Background: an optimization exercise with open tools, aiming at small area. Do not read the settings as production practice.
The RTL was checked by simulation tests, not by an equivalence proof against the original design.
The clock input has no modelled driver; a real chip could not lean on it and would need a root buffer or a full tree.
Power is estimated from default activity; no workload was simulated.

==> flow/design.v <==
`timescale 1ns/10ps
module FP_MUL(CLK, RESET, ENABLE, DATA_IN, DATA_OUT, READY);
input        CLK;
input        RESET;
input        ENABLE;
input  [7:0] DATA_IN;
output [7:0] DATA_OUT;
output       READY;
reg  [5:0]  cnt;
reg  [63:0] A_reg;
reg  [63:0] B_reg;
reg  [55:0] X;
reg         bp;
reg         p105;
wire ld_a    = (cnt >= 6'd1)  && (cnt <= 6'd8);
wire ld_b    = (cnt >= 6'd9)  && (cnt <= 6'd16);
wire compute = (cnt >= 6'd17) && (cnt <= 6'd43);
wire first   = (cnt == 6'd17);
wire last    = (cnt == 6'd43);
wire rnd     = (cnt == 6'd44);
always @(posedge CLK or posedge RESET)
	if (RESET)
		cnt <= 6'd0;
	else if (cnt == 6'd57)
		cnt <= 6'd0;
	else
		cnt <= cnt + 6'd1;
always @(posedge CLK)
	if (ld_a)
		A_reg <= {DATA_IN, A_reg[63:8]};
always @(posedge CLK)
	if (ld_b)
		B_reg <= {DATA_IN, B_reg[63:8]};
	else
		B_reg[51:0] <= {X[1:0], B_reg[51:2]};
always @(posedge CLK)
	bp <= B_reg[1];
wire b1  = last ? 1'b0 : B_reg[1];
wire b0  = last ? 1'b1 : B_reg[0];
wire bm1 = first ? 1'b0 : bp;
wire one = compute & (b0 ^ bm1);
wire two = compute & ((b1 & ~b0 & ~bm1) | (~b1 & b0 & bm1));
wire neg = compute & b1 & ~(b0 & bm1);
wire [53:0] ma  = {1'b0, 1'b1, A_reg[51:0]};
wire [53:0] sel = ({54{one}} & ma) | ({54{two}} & {ma[52:0], 1'b0});
wire [55:0] pp  = {neg, neg, sel ^ {54{neg}}};
wire cr  = X[1] & X[0] & (X[53] | B_reg[51]);
wire cin = neg | (rnd & cr);
wire [55:0] xs = {X[55], X[55], X[55:2]};
wire [56:0] c;
wire [55:0] s;
assign c[0] = cin;
genvar k;
generate
	for (k = 0; k < 56; k = k + 1) begin : g_add
		assign s[k]   = xs[k] ^ pp[k] ^ c[k];
		assign c[k+1] = (xs[k] & pp[k]) | (xs[k] & c[k]) | (pp[k] & c[k]);
	end
endgenerate
always @(posedge CLK or posedge RESET)
	if (RESET)
		X <= 56'd0;
	else
		X <= s;
always @(posedge CLK)
	if (rnd)
		p105 <= X[53];
wire [107:0] R  = {X, B_reg[51:0]};
wire [2:0]   j  = cnt[2:0] - 3'd1;      
wire [10:0]  E  = A_reg[62:52] + B_reg[62:52] + 11'h401 + {10'd0, p105};
wire         sg = A_reg[63] ^ B_reg[63];
reg [8:0] w;
always @*
	case (j)
		3'd1: w = R[88 +: 9];
		3'd2: w = R[78 +: 9];
		3'd3: w = R[68 +: 9];
		3'd4: w = R[58 +: 9];
		3'd5: w = R[48 +: 9];
		3'd6: w = R[38 +: 9];
		default: w = R[28 +: 9];
	endcase
wire [7:0] fb = p105 ? w[8:1] : w[7:0];
wire [1:0] lo = p105 ? {R[30], R[29] ^ R[28]}
                     : {R[29] ^ (R[28] & R[27]), R[28] ^ R[27]};
reg [7:0] dout;
always @*
	case (j)
		3'd0: dout = {sg, E[10:4]};
		3'd1: dout = {E[3:0], fb[3:0]};
		3'd7: dout = {fb[7:2], lo};
		default: dout = fb;
	endcase
assign READY    = (cnt >= 6'd49) && (cnt <= 6'd56);
assign DATA_OUT = dout;
endmodule
Settings: LEC_CHECK=0, CAP_MARGIN=20, CORE_MARGIN=2, CORE_UTILIZATION=40, SLEW_MARGIN=20; clock period 10.0 ns.
run.sh (not shown) runs the stock make flow with config.mk's settings and CLKGATE_MAP_FILE= SYNTH_SCRIPT=/design/flow/synth_recipe.tcl, a recipe that flattens the netlist after the stock synthesis.
The baseline completed, yet does not pass: negative setup slack.
Then changed:
--- a/flow/design.v
+++ b/flow/design.v
@@ -48,14 +48,5 @@
 wire cin = neg | (rnd & cr);
 wire [55:0] xs = {X[55], X[55], X[55:2]};
-wire [56:0] c;
-wire [55:0] s;
-assign c[0] = cin;
-genvar k;
-generate
-	for (k = 0; k < 56; k = k + 1) begin : g_add
-		assign s[k]   = xs[k] ^ pp[k] ^ c[k];
-		assign c[k+1] = (xs[k] & pp[k]) | (xs[k] & c[k]) | (pp[k] & c[k]);
-	end
-endgenerate
+wire [55:0] s = xs + pp + {55'd0, cin};
 always @(posedge CLK or posedge RESET)
 	if (RESET)
=> With this change the flow ran to the end with no violations; synthesized area climbs by about a fifth; routed wire length climbs by a quarter to a third; core utilization drops by 4.0 points; combinational power climbs by a few percent; power climbs by a few percent; design area climbs by a few percent; die area climbs by about a fifth; via count climbs by well over a third; count of clock-buffer cells in the layout climbs by 2; global-route usage climbs by 1.1 points.

Setup of north:
Another version of the RTL of FP_MUL (not shown whole).
Size in the first run: ~610 cells after synthesis, ~170 flip-flops, roughly 20 I/O pins, roughly 8300 sq um of cells after synthesis.
==> module FP_MUL, before the edit <==
module FP_MUL(CLK, RESET, ENABLE, DATA_IN, DATA_OUT, READY);
input        CLK;
input        RESET;
input        ENABLE;
input  [7:0] DATA_IN;
output [7:0] DATA_OUT;
output       READY;
reg  [5:0]  cnt;
reg  [63:0] A_reg;
reg  [39:0] B_reg;
reg         bp;           
reg  [52:20] Xt;          
reg  [19:0] Xl;           
reg         p105;
reg  [2:0]  cb;           
reg         ec4;          
wire [52:0] X = {Xt, Xl};
genvar k, q;
always @(posedge CLK or posedge RESET)
	if (RESET)
		cnt <= 6'd0;
	else if (cnt == 6'd57)
		cnt <= 6'd0;
	else
		cnt <= cnt + 6'd1;
wire ld_l = (cnt == 6'd15);       
wire ld_h = (cnt == 6'd16);       
wire rnd  = (cnt == 6'd37);
reg dv;
always @(posedge CLK)
	dv <= (cnt >= 6'd9) && (cnt <= 6'd35);
wire b1  = B_reg[1];
wire b0  = B_reg[0];
wire bm  = bp;
wire one = dv & (b0 ^ bm);
wire two = dv & ((b1 & ~b0 & ~bm) | (~b1 & b0 & bm));
wire neg = dv & b1 & ~(b0 & bm);
wire [53:0] ma  = {1'b0, 1'b1, A_reg[51:0]};
wire [53:0] sel = ({54{one}} & ma) | ({54{two}} & {ma[52:0], 1'b0});
wire [54:0] pp  = {neg, sel ^ {54{neg}}};
localparam NC = 3;
localparam [8*NC-1:0] CUT = {8'd40, 8'd26, 8'd12};
wire [54:0] xs = {X[52], X[52], X[52:0]};
function is_cut_bit;    
	input integer k;
	integer q;
	begin
		is_cut_bit = 1'b0;
		for (q = 0; q < NC; q = q + 1)
			if (k == CUT[8*q +: 8] - 2 || k == CUT[8*q +: 8] - 1)
				is_cut_bit = 1'b1;
	end
endfunction
wire [NC:0] kx;
assign kx[0] = 1'b0;
generate
	for (q = 0; q < NC; q = q + 1) begin : g_la
		localparam integer P  = CUT[8*q +: 8] - 2;
		localparam integer HI = (q == NC - 1) ? 50 : CUT[8*(q+1) +: 8] - 3;
		assign kx[q+1] = (&X[HI:P+1]) & ((cb[q] & kx[q]) | ((cb[q] | kx[q]) & X[P]));
	end
endgenerate
wire p105n = X[51] ^ kx[NC];
wire        ld_f = (cnt >= 6'd1) && (cnt <= 6'd7);    
wire        ld_s = (cnt == 6'd8);                     
wire        ex_l = ld_f | ld_l | rnd;                 
wire        ex_h = ld_s | ld_h | rnd;                 
wire [10:0] ea   = A_reg[62:52] & {{7{~ld_s}}, {4{~ld_f}}};
wire [10:0] eb   = {DATA_IN[6:0] & {7{ld_s | ld_h}}, DATA_IN[7:4] & {4{ld_f | ld_l}}};
wire [11:0] ec;
wire [10:0] es;
assign ec[0] = ld_l | (rnd & p105n);
generate
	for (k = 0; k < 11; k = k + 1) begin : g_exp
		wire ci = (k == 4) ? (ld_h ? ec4 : (ec[4] & ~ld_s)) : ec[k];
		assign es[k]   = ea[k] ^ eb[k] ^ ci;
		assign ec[k+1] = (ea[k] & eb[k]) | (ea[k] & ci) | (eb[k] & ci);
	end
endgenerate
always @(posedge CLK)
	ec4 <= ec[4];
always @(posedge CLK) begin
	if (ld_f)
		A_reg[51:0] <= {DATA_IN[3:0], A_reg[55:8]};
	if (ex_l)
		A_reg[55:52] <= es[3:0];
	if (ex_h)
		A_reg[62:56] <= {es[10] ^ ld_h, es[9:4]};
	if (ld_s | ld_h)
		A_reg[63] <= (A_reg[63] & ld_h) ^ DATA_IN[7];
end
wire cr  = B_reg[39] & B_reg[38] & (p105n | B_reg[37]);
wire cin = neg | (rnd & cr);
wire [55:0] c;
wire [54:0] s;
wire [NC-1:0] hc;
assign c[0] = cin;
generate
	for (k = 0; k < 55; k = k + 1) begin : g_add
		if (!is_cut_bit(k)) begin : g_fa
			assign s[k]   = xs[k] ^ pp[k] ^ c[k];
			assign c[k+1] = (xs[k] & pp[k]) | (xs[k] & c[k]) | (pp[k] & c[k]);
		end
	end
	for (q = 0; q < NC; q = q + 1) begin : g_cut
		localparam integer M = CUT[8*q +: 8];
		wire e0, k0, h0, e1, k1;
		assign e0 = xs[M-2] ^ pp[M-2] ^ cb[q];
		assign k0 = (xs[M-2] & pp[M-2]) | (xs[M-2] & cb[q]) | (pp[M-2] & cb[q]);
		assign s[M-2] = e0 ^ c[M-2];
		assign h0 = e0 & c[M-2];
		assign e1 = xs[M-1] ^ pp[M-1] ^ k0;
		assign k1 = (xs[M-1] & pp[M-1]) | (xs[M-1] & k0) | (pp[M-1] & k0);
		assign s[M-1] = e1 ^ h0;
		assign hc[q] = e1 & h0;
		assign c[M] = k1;
		assign c[M-1] = 1'b0;
	end
endgenerate
always @(posedge CLK or posedge RESET)
	if (RESET)
		cb <= {NC{1'b0}};
	else
		cb <= hc;
always @(posedge CLK or posedge RESET)
	if (RESET)
		Xt <= 33'd0;
	else
		Xt <= s[54:22];
always @(posedge CLK)
	Xl <= s[21:2];
wire [1:0]  btop = (cnt == 6'd16) ? 2'b01 : s[1:0];
wire [41:0] bsh = {btop, B_reg[39:0]};
generate
	for (k = 0; k < 40; k = k + 1) begin : g_b
		localparam integer KH = k / 6;
		localparam integer KL = (k % 6 <= 1 && k >= 6) ? KH - 1 : KH;
		wire ldh = (cnt == 9 + KH);
		wire ldl = (cnt == 9 + KL);
		always @(posedge CLK)
			if (ldh)
				B_reg[k] <= DATA_IN[k - 6 * KH];
			else if (ldl)
				B_reg[k] <= DATA_IN[k - 6 * KL];
			else
				B_reg[k] <= bsh[k + 2];
	end
endgenerate
always @(posedge CLK)
	bp <= B_reg[1] & (cnt != 6'd9);
always @(posedge CLK)
	if (rnd)
		p105 <= p105n;
wire [93:0] R  = {X, B_reg, bp};
wire [10:0] E  = A_reg[62:52];
wire        sg = A_reg[63];
wire [7:0] bs;
generate
	for (k = 0; k < 8; k = k + 1) begin : g_bs
		assign bs[k] = (cnt[2:0] == ((k + 1) % 8));
	end
endgenerate
wire [8:0] w = ({9{bs[1]}} & R[61 +: 9]) | ({9{bs[2]}} & R[51 +: 9])
             | ({9{bs[3]}} & R[41 +: 9]) | ({9{bs[4]}} & R[31 +: 9])
             | ({9{bs[5]}} & R[21 +: 9]) | ({9{bs[6]}} & R[11 +: 9])
             | ({9{bs[7]}} & R[1 +: 9]);
wire [7:0] fb = p105 ? w[8:1] : w[7:0];
wire [1:0] lo = p105 ? {R[3], R[2] ^ R[1]}
                     : {R[2] ^ (R[1] & R[0]), R[1] ^ R[0]};
wire [7:0] dout = ({8{bs[0]}} & {sg, E[10:4]})
                | ({8{bs[1]}} & {E[3:0], fb[3:0]})
                | ({8{bs[2] | bs[3] | bs[4] | bs[5] | bs[6]}} & fb)
                | ({8{bs[7]}} & {fb[7:2], lo});
assign READY    = (cnt[5:3] == 3'd6 && cnt[2:0] != 3'd0) || cnt == 6'd56;
assign DATA_OUT = dout;
endmodule
Settings: LEC_CHECK=0, CAP_MARGIN=20, CORE_MARGIN=2, CORE_UTILIZATION=75, PLACE_DENSITY=0.9, SLEW_MARGIN=20; clock period 10.0 ns.
standard.sh (not shown) runs the stock make flow with config.mk's settings and CLKGATE_MAP_FILE= SYNTH_SCRIPT=/design/flow/synth_recipe.tcl, a recipe that flattens the netlist after the stock synthesis.
==> flow/flow/run.sh <==
#!/bin/bash
# Layout flow: the standard ORFS flow (standard.sh) with
#  - synthesis by flow/synth.tcl: the standard script, no ABC pass before
#    the full adders are extracted (-noabc), final ABC mapping by
#    flow/area.abc (area-oriented);
#  - clock tree: CTS (no dummy loads, clkbuf_8), then replaced by
#    flow/clktree.tcl with a root clkbuf_2 driving 6 (more if needed for
#    the clock-pin slew) clkbuf_16, each driving one cluster of the
#    registers' clock pins;
#  - ports buffered with buf_1;
# Each tool's output is in flow.log and in ORFS's own logs under orfs/logs.
set -euo pipefail
W=$PWD
export FLOW_ABC_SCRIPT=$W/flow/area.abc
export SYNTH_ARGS=-noabc
export CTS_ARGS="-sink_clustering_enable -repair_clock_nets -dont_use_dummy_load -buf_list sky130_fd_sc_hd__clkbuf_8"
export BUFFER_PORTS_ARGS="-buffer_cell sky130_fd_sc_hd__buf_1"
export POST_CTS_TCL=$W/flow/clktree.tcl
export CLK_NB=6 CLK_BUF=sky130_fd_sc_hd__clkbuf_16 CLK_ROOT=sky130_fd_sc_hd__clkbuf_2 CLK_SLEW_PS=105
sed -e "s|SYNTH_SCRIPT=[^ ]*|SYNTH_SCRIPT=$W/flow/synth.tcl|" standard.sh > flow_standard.sh
bash flow_standard.sh > flow.log 2>&1
Other scripts of this flow, unchanged in this note and not shown: flow/flow/area.abc, flow/flow/clktree.tcl, flow/flow/synth.tcl
north: full flow OK, the timing, DRC and antenna checks passed
Relative to north, the following input files were edited for south:
--- a/flow/design.v
+++ b/flow/design.v
@@ -16,9 +16,9 @@
 reg  [2:0]  cb;           
 reg         ec4;          
 wire [52:0] X = {Xt, Xl};
 genvar k, q;
-always @(posedge CLK or posedge RESET)
+always @(posedge CLK)
 	if (RESET)
 		cnt <= 6'd0;
 	else if (cnt == 6'd57)
 		cnt <= 6'd0;
@@ -28,9 +28,9 @@
 wire ld_h = (cnt == 6'd16);       
 wire rnd  = (cnt == 6'd37);
 reg dv;
 always @(posedge CLK)
-	dv <= (cnt >= 6'd9) && (cnt <= 6'd35);
+	dv <= !RESET && (cnt >= 6'd9) && (cnt <= 6'd35);
 wire b1  = B_reg[1];
 wire b0  = B_reg[0];
 wire bm  = bp;
 wire one = dv & (b0 ^ bm);
## What came out
From north to south the numbers moved as follows: fmax saw an increase; detailed-routed wire length on met2 went down by about 0.54%; synthesized cell count has decreased.
Per the comparison of south with north, via count went up; detailed-route wire length up 330 um.
Sort north and south by length of routed met3 wiring, descending, and south comes first.
Between north and south, worst-case hold slack is higher for north, south comes in under that.
Sequential power grows by a little under 10% when moving from north to south.
Between north and south, the flip-flop and latch count does not differ in any meaningful way.
The global-route wire length before repair number comes out higher for north vs south.
Delta (south minus north): synthesized area shows a reduction of 39 sq um; layout inverter count without the clock tree saw an increase; clock period minus final worst setup slack fell by 220 ps.
Of the two values seen for leading cell type in the layout, fill and taps excluded, sky130_fd_sc_hd__dfxtp_1 was produced by south and sky130_fd_sc_hd__edfxtp_1 by north.
In every run of this note, the design's own scripts or RTL, not TritonCTS, make the clock network.

==> what the ideal ports hide <==
The results above use ideal ports. As a check the final layouts listed here were re-extracted and re-timed, cells and wires unchanged.
Step 1 (the two cells are an assumption about what drives the block):
set clk [get_ports {CLK}]
set_driving_cell -lib_cell sky130_fd_sc_hd__clkbuf_16 $clk
set_driving_cell -lib_cell sky130_fd_sc_hd__buf_2 [delete_from_list [all_inputs] $clk]
Step 2 times the ports against the registers' clock, not the clock port: input delays grow and output delays shrink by t, the midpoint of the rising clock arrivals with the driver on.
Slacks: ideal ports / drivers / drivers and shift; pairs: ideal ports / drivers.
run	shift t [ns]	slack for setup (ns)	worst hold slack (ns)	worst setup path after step 2	slew at the worst register clock pin (ns)
the first run of note 1	0.480	-10.863 / -10.863 / -10.863	0.374 / 0.374 / 0.374	register to register	0.08 / 0.08
the second run of note 1	0.486	3.478 / 3.430 / 3.484	0.389 / 0.389 / 0.389	register to register	0.08 / 0.08
north	0.738	1.024 / 1.024 / 1.024	0.458 / 0.458 / 0.458	register to register	0.11 / 0.11
south	0.816	1.242 / 1.242 / 1.242	0.451 / 0.451 / 0.451	register to register	0.10 / 0.10
